Background: an optimization exercise with open tools, aiming at small area, a short achievable clock period and few clock cycles per item. Do not read the settings as production practice.
In this exercise RTL edits were held to simulation tests only and were not proved equivalent to the original.

// fuzzylogicspeedcontroller
module fuzzylogicspeedcontroller(
    input clk,
    input rst,
    input start,
    input [7:0] R,
    input [7:0] C,
    output ready,
    output reg done,
    output reg [7:0] pw
    );
Size: ~1600 cells after synthesis, about 200 flip-flops.
clock: 10.0 ns
lec_check: 0
abc_clock_period_in_ps: 3000
cap_margin: 20
core_margin: 2
core_utilization: 40
place_density: 0.6
slew_margin: 20
run.sh (not shown) runs the stock make flow with config.mk's settings and CLKGATE_MAP_FILE= SYNTH_SCRIPT=/design/flow/synth_recipe.tcl, a recipe that flattens the netlist after the stock synthesis.
The starting point ran to the end with no violations.
Testbench counts at the start, summed over its fixed seeds: cycles 3,248, items 3,200.
Edit:
- ABC_CLOCK_PERIOD_IN_PS: 3000 -> not set
- SETUP_SLACK_MARGIN: not set -> 5
Flip-flop and latch count stays the same. Register-to-register slack improved by 0.86 ns. Final area climbs by 5.6%. Clock skew climbs by 0.015 ns. Wire length climbs by 0.94%.
Edit:
- SETUP_SLACK_MARGIN: 5 -> not set
Outcome: Synthesized cell count is unchanged. Routed wire length went down by 0.93%. Worst hold slack improves by 0.011 ns. Die area does not change. Count of clock-buffer cells in the layout fell by 1. Core utilization decreases by 2.5 points. Global-route usage rises by 0.12 points. Flip-flop and latch count is unchanged.

* * *

== run A ==
fuzzylogicspeedcontroller, a different RTL version from the one above (not shown whole).
For scale: roughly 1,700 cells after synthesis, ~29 I/O pins, roughly 17,000 um2 of cells after synthesis.
clock: 10.0 ns
lec_check: 0
cap_margin: 20
core_margin: 2
core_utilization: 40
place_density: 0.6
slew_margin: 20
standard.sh (not shown) runs the stock make flow with config.mk's settings and CLKGATE_MAP_FILE= SYNTH_SCRIPT=/design/flow/synth_recipe.tcl, a recipe that flattens the netlist after the stock synthesis.
==> flow/flow/run.sh <==
#!/bin/bash
# Layout: the standard ORFS flow (standard.sh), with two changes to how the
# layout is made (the clock period, SDC and design are unchanged):
#  - the ports get buf_4 buffers instead of the flow's default (a slow delay buffer);
#  - repair_timing works to a larger setup margin, so it sizes the gates for a
#    shorter achieved period.
set -euo pipefail
sed 's|"\${@:-finish}"|SETUP_SLACK_MARGIN=7.2 "BUFFER_PORTS_ARGS=-buffer_cell sky130_fd_sc_hd__buf_4" "\${@:-finish}"|' standard.sh > standard_tight.sh
bash standard_tight.sh > make.log 2>&1
Run A was carried through to the last stage, and its layout satisfied the timing, design-rule and antenna checks.
Testbench counts of run A, summed over its fixed seeds: cycles 3,288, items 3,200.
For run B, these inputs were changed with respect to run A:
- swapping 0.6 for 0.75 in PLACE_DENSITY
- putting CTS_BUF_LIST at sky130_fd_sc_hd__clkbuf_8 where nothing was set
- swapping 40 for 65 in CORE_UTILIZATION
- putting CTS_CLUSTER_SIZE at 30 where nothing was set
-- flow/flow/run.sh --
<<< run A, line 8
sed 's|"\${@:-finish}"|SETUP_SLACK_MARGIN=7.2 "BUFFER_PORTS_ARGS=-buffer_cell sky130_fd_sc_hd__buf_4" "\${@:-finish}"|' standard.sh > standard_tight.sh
>>> run B, line 8
sed 's|"\${@:-finish}"|SETUP_SLACK_MARGIN=7.0 "BUFFER_PORTS_ARGS=-buffer_cell sky130_fd_sc_hd__buf_4" "\${@:-finish}"|' standard.sh > standard_tight.sh
Notes after the runs:
Looking at data arrival time of the critical path, run B sits 2.32 ns lower than run A does.
Run B gives more global-route usage than run A did.
Of run B and run A, the lower buffer share of cell area belongs to run B.
Per the comparison of run B with run A, number of global-route vias before repair fell by 2.1%; final cycle utilization of the critical path went up 0.52 points.
Wire length of the first global-routing pass delta for run B relative to run A: about 2.8% lower
On final weighted congestion in routability-driven placement: between run B and run A, it ends up lower for run A.
diff inputs: run B => run C
- clearing CTS_BUF_LIST, which used to be sky130_fd_sc_hd__clkbuf_8
- swapping 65 for 40 in CORE_UTILIZATION
- clearing CTS_CLUSTER_SIZE, which used to be 30
- swapping 0.75 for 0.6 in PLACE_DENSITY
-- flow/flow/run.sh --
<<< run B, line 8
sed 's|"\${@:-finish}"|SETUP_SLACK_MARGIN=7.0 "BUFFER_PORTS_ARGS=-buffer_cell sky130_fd_sc_hd__buf_4" "\${@:-finish}"|' standard.sh > standard_tight.sh
>>> run C, line 8
sed 's|"\${@:-finish}"|SETUP_SLACK_MARGIN=6.8 "BUFFER_PORTS_ARGS=-buffer_cell sky130_fd_sc_hd__buf_4" "\${@:-finish}"|' standard.sh > standard_tight.sh
Diff run B -> run C: area of combinational cells with multiple inputs saw a decrease, count of nets after finishing saw a decrease, sequential share of cell area saw a decrease. Changes observed in run C relative to run B: final critical path time including I/O delays and setup saw an increase; logic depth of the worst setup path including buffers moved up; via-per-instance ratio decreased about 10%; number of buffers inserted during clock tree synthesis decreased 30%. Of the two values seen for endpoint of the most critical setup path, pw[6] was produced by run B and L0[3]$_DFF_P_ by run C. | final worst hold slack | lower: run B |.
Setup changes, run C to run D
- changing CORE_UTILIZATION from 40 to 65
- changing PLACE_DENSITY from 0.6 to 0.75
-- flow/flow/run.sh --
<<< run C, line 8
sed 's|"\${@:-finish}"|SETUP_SLACK_MARGIN=6.8 "BUFFER_PORTS_ARGS=-buffer_cell sky130_fd_sc_hd__buf_4" "\${@:-finish}"|' standard.sh > standard_tight.sh
>>> run D, line 8
sed 's|"\${@:-finish}"|SETUP_SLACK_MARGIN=7.0 "BUFFER_PORTS_ARGS=-buffer_cell sky130_fd_sc_hd__buf_4" "\${@:-finish}"|' standard.sh > standard_tight.sh
### Flow results
Cmp run D vs run C: global-route usage higher in run D
On run D: via count is about 2.8% higher than what run C gave.
The run showing the smaller die area is run D.
There was hardly any difference in number of multi-input combinational cells in the layout between run C and run D.
Sort run C and run D by count of buffers not belonging to the clock network in the layout asc -> top: run C
Summary: with run C as the reference, design area in run D moved up slightly.
Run D against run C: placed standard-cell area fell about 1.5%, wire length of the first global-routing pass increased 1.2%.

## port drivers added, routing unchanged
The flow's constraints put no driver on any port. The routed layouts listed below were extracted and timed again, unchanged, in two steps.
Step 1 sets driving cells, clkbuf_16 on the clock port and buf_2 on the other inputs (assumed; they add their load-dependent delay and slew).
Step 2 also shifts input and output timing later by t, the mid clock arrival at the registers, as if the neighbouring blocks saw the same clock.
Three values: ideal ports, drivers, drivers and shift; two values: the first two.
run	t, ns	setup slack, ns	worst setup path at the end
the first run of note 1	0.486	4.173 / 4.173 / 4.173	register to register
the second run of note 1	0.493	5.034 / 5.034 / 5.034	register to register
the third run of note 1	0.486	4.173 / 4.173 / 4.173	register to register
run A	0.566	7.047 / 6.996 / 7.047	register to register
run B	0.603	6.994 / 6.951 / 7.008	register to register
run C	0.573	6.932 / 6.932 / 6.932	register to register
run D	0.571	7.010 / 6.958 / 7.026	register to register
After both steps setup and hold are still met in every run listed.
